This design comes from an exercise in tuning for small area on the open sky130 flow, not from production work.
In this exercise RTL edits were held to simulation tests only and were not proved equivalent to the original.

// dctqtop
module dctqtop(
 clk,
 reset_n,
 start,
 di,
 din_valid,
 wa,
 be,
 hold,
 ready,
 dctq,
 dctq_valid,
 addr
 ) ;
 input clk ;
 input reset_n ;
 input start ;
 input din_valid ;
 input hold ;
 input [63:0] di ;
 input [2:0] wa ;
 input [7:0] be ;
 output ready ;
 output [8:0] dctq ;
 output dctq_valid ;
 output [5:0] addr ;
 wire rnw ;
 wire encnt2 ;
 wire [5:0] cnt1_reg ;
 wire [2:0] cnt2_reg ;
 wire [2:0] cnt3_reg ;
 wire [5:0] cnt4_reg ;
 wire [63:0] col ;
 wire [15:0] rsel ;
 wire [39:0] u1 ;
 wire [2:0] ms1 ;
 wire [10:0] din_next ;
 wire [10:0] qr0, qr1, qr2, qr3, qr4, qr5, qr6, qr7 ;
 wire [47:0] u2 ;
 wire [2:0] ms2 ;
 wire [11:0] dct_next ;
 wire [8:0] dctq_next ;
 reg [39:0] u1_reg ;           
 reg [2:0] ms1_reg ;           
 reg [2:0] k1_reg ;            
 reg [14*11-1:0] din_pipe ;    
 reg [2:0] cnt3_d1, cnt3_d2 ;  
 reg [47:0] u2_reg ;           
 reg [2:0] ms2_reg ;           
 reg [2:0] k2_reg ;            
 reg [12*12-1:0] dct_pipe ;    
 reg [9*9-1:0] dctq_pipe ;     
 dualram dualram1 ( .clk(clk), .rnw(rnw), .be(be), .sel(rsel),
  .wa(wa), .di(di), .din_valid(din_valid), .dout(col) ) ;
 adder12s first_a ( .x(col), .k(cnt1_reg[5:3]), .u(u1), .msum(ms1) ) ;
 always @ (posedge clk)
 begin
  u1_reg <= u1 ;
  ms1_reg <= ms1 ;
  k1_reg <= cnt1_reg[5:3] ;
 end
 mult8ux8s first_b ( .u(u1_reg), .msum(ms1_reg), .k(k1_reg), .din(din_next) ) ;
 always @ (posedge clk)
  din_pipe <= {din_pipe[13*11-1:0], din_next} ;
 dctreg2x8xn #(11) dctreg1 ( .clk(clk), .din(din_pipe[14*11-1 -: 11]),
  .wa(cnt2_reg), .enreg(encnt2),
  .qr0(qr0), .qr1(qr1), .qr2(qr2), .qr3(qr3),
  .qr4(qr4), .qr5(qr5), .qr6(qr6), .qr7(qr7) ) ;
 always @ (posedge clk)
 begin
  cnt3_d1 <= cnt3_reg ;
  cnt3_d2 <= cnt3_d1 ;
 end
 adder14rs second_a ( .q({qr0, qr1, qr2, qr3, qr4, qr5, qr6, qr7}),
  .k(cnt3_d2), .u(u2), .msum(ms2) ) ;
 always @ (posedge clk)
 begin
  u2_reg <= u2 ;
  ms2_reg <= ms2 ;
  k2_reg <= cnt3_d2 ;
 end
 mult11sx8s second_b ( .u(u2_reg), .msum(ms2_reg), .k(k2_reg), .dct(dct_next) ) ;
 always @ (posedge clk)
  dct_pipe <= {dct_pipe[11*12-1:0], dct_next} ;
  ...
Size: roughly 6500 cells after synthesis, ~97 I/O pins.
clock: 8.0 ns
lec_check: 0
abc_area: 1
cap_margin: 20
core_margin: 2
core_utilization: 65
cts_cluster_diameter: 80
cts_cluster_size: 30
slew_margin: 20
run.sh (not shown) runs the stock make flow with config.mk's settings and CLKGATE_MAP_FILE= SYNTH_SCRIPT=/design/flow/synth_recipe.tcl, a recipe that flattens the netlist after the stock synthesis.
The baseline ran to the end with no violations.
Rerun with:
- CORE_UTILIZATION: 65 -> 72
=>
- The new run completed with no timing, DRC or antenna violations
- core utilization came out higher by 7.3 points
- routed wire length came out lower by 4.6%
- clock-buffer cell count came out higher by 7
- sequential cell count does not change
Rerun with:
- CORE_UTILIZATION: 72 -> 65
- PLACE_DENSITY: default -> 0.8
The new run completed without violations.
Cell count goes up by 2.1%.
Area after synthesis stays the same.
Critical path depth goes up by 2.
Synthesized cell count does not change.
Die area goes up by 11%.
Core utilization goes down by 7.5 points.
Worst hold slack gets worse by 14 ps.

---

Starting RTL as in the previous note.
## dctqtop
module dctqtop(
 clk,
 reset_n,
 start,
 di,
 din_valid,
 wa,
 be,
 hold,
 ready,
 dctq,
 dctq_valid,
 addr
 ) ;
 input clk ;
 input reset_n ;
 input start ;
 input din_valid ;
 input hold ;
 input [63:0] di ;
 input [2:0] wa ;
 input [7:0] be ;
 output ready ;
 output [8:0] dctq ;
 output dctq_valid ;
 output [5:0] addr ;
 wire rnw ;
 wire encnt2 ;
 wire [5:0] cnt1_reg ;
 wire [2:0] cnt2_reg ;
 wire [2:0] cnt3_reg ;
 wire [5:0] cnt4_reg ;
 wire [63:0] col ;
 wire [15:0] rsel ;
 wire [39:0] u1 ;
 wire [2:0] ms1 ;
 wire [10:0] din_next ;
 wire [10:0] qr0, qr1, qr2, qr3, qr4, qr5, qr6, qr7 ;
 wire [47:0] u2 ;
 wire [2:0] ms2 ;
 wire [11:0] dct_next ;
 wire [8:0] dctq_next ;
 reg [39:0] u1_reg ;           
 reg [2:0] ms1_reg ;           
 reg [2:0] k1_reg ;            
 reg [14*11-1:0] din_pipe ;    
 reg [2:0] cnt3_d1, cnt3_d2 ;  
 reg [47:0] u2_reg ;           
 reg [2:0] ms2_reg ;           
 reg [2:0] k2_reg ;            
 reg [12*12-1:0] dct_pipe ;    
 reg [9*9-1:0] dctq_pipe ;     
 dualram dualram1 ( .clk(clk), .rnw(rnw), .be(be), .sel(rsel),
  .wa(wa), .di(di), .din_valid(din_valid), .dout(col) ) ;
 adder12s first_a ( .x(col), .k(cnt1_reg[5:3]), .u(u1), .msum(ms1) ) ;
 always @ (posedge clk)
 begin
  u1_reg <= u1 ;
  ms1_reg <= ms1 ;
  k1_reg <= cnt1_reg[5:3] ;
 end
 mult8ux8s first_b ( .u(u1_reg), .msum(ms1_reg), .k(k1_reg), .din(din_next) ) ;
 always @ (posedge clk)
  din_pipe <= {din_pipe[13*11-1:0], din_next} ;
 dctreg2x8xn #(11) dctreg1 ( .clk(clk), .din(din_pipe[14*11-1 -: 11]),
  .wa(cnt2_reg), .enreg(encnt2),
  ...
export LEC_CHECK = 0
export ABC_AREA = 1
export CAP_MARGIN = 20
export CORE_MARGIN = 2
export CORE_UTILIZATION = 72
export CTS_CLUSTER_DIAMETER = 80
export CTS_CLUSTER_SIZE = 30
export PLACE_DENSITY = 0.8
export SLEW_MARGIN = 20
create_clock -name core_clock -period 8.0 [get_ports {clk}]
Edit:
Settings changed: ABC_AREA 1 to not set, CORE_UTILIZATION 72 to 65, PLACE_DENSITY 0.8 to not set.
Routed wire length drops by 3.9%.
Global-route usage goes down by 5.9 points.
Cell count goes down by 3.0%.
Hold slack gains 0.0050 ns.
Edit:
Settings changed: ABC_AREA set to 1, TNS_END_PERCENT set to 5.
Effect: Wire length rose by 2.2%; die area fell by 0.66%; fmax rose by about 0.8%; core utilization fell by 0.59 points; via count rose by about 0.9%; final area fell by 1.1%; first-iteration DRC count hardly moves; synthesized area fell by about 0.7%.
Edit:
Settings changed: CORE_UTILIZATION 65 to 72, GPL_ROUTABILITY_DRIVEN set to 0, TNS_END_PERCENT 5 to not set.
Clock skew went down by 0.0080 ns.
Synthesized cell count is unchanged.
Setup slack degrades by 0.025 ns.
Clock-buffer cell count went up by 5.
Routed wire length went down by 6.0%.
Design area went down by 1.1%.
Final cell count went down by 2.3%.
Edit:
Settings changed: CTS_BUF_LIST set to sky130_fd_sc_hd__clkbuf_8 sky130_fd_sc_hd__clkbuf_16, GPL_ROUTABILITY_DRIVEN 0 to not set.
Die area is unchanged. Register-to-register slack is about the same. Synthesized cell count stays the same. Non-clock buffer count is lower by 2. Setup slack got worse by 0.012 ns. Hold slack improves by 0.022 ns. Cell area barely changes. Core utilization went up by 0.21 points. Clock skew drops by 0.0042 ns. Count of clock-buffer cells in the layout decreases by 27.

## port drivers added, routing unchanged
No port has a modelled driver above. Below, the same layouts with a new extraction and two added sets of constraints.
Step 1, drivers: a clkbuf_16 drives clk and a buf_2 each remaining input, both assumed.
Step 2 also shifts input and output timing later by t, the mid clock arrival at the registers, as if the neighbouring blocks saw the same clock.
Slacks: ideal ports / drivers / drivers and shift; pairs: ideal ports / drivers.
| run | t, ns | setup WS [ns] | latest minus earliest clock arrival (ns) | cell pins on the clock port's net |
|---|---|---|---|---|
| the first run of note 1 | 0.808 | 0.399 / 0.399 / 0.399 | 0.063 / 0.063 | 1 |
| the second run of note 1 | 0.791 | 0.373 / 0.373 / 0.373 | 0.055 / 0.055 | 1 |
| the third run of note 1 | 0.804 | 0.462 / 0.462 / 0.462 | 0.113 / 0.113 | 1 |
| the first run of note 2 | 0.785 | 0.324 / 0.324 / 0.324 | 0.055 / 0.055 | 1 |
| the second run of note 2 | 0.815 | 0.341 / 0.341 / 0.341 | 0.097 / 0.098 | 1 |
| the third run of note 2 | 0.808 | 0.399 / 0.399 / 0.399 | 0.063 / 0.063 | 1 |
| the fourth run of note 2 | 0.756 | 0.374 / 0.374 / 0.374 | 0.065 / 0.065 | 1 |
| the fifth run of note 2 | 0.795 | 0.362 / 0.362 / 0.362 | 0.061 / 0.061 | 1 |
After both steps every run listed still meets setup and hold.
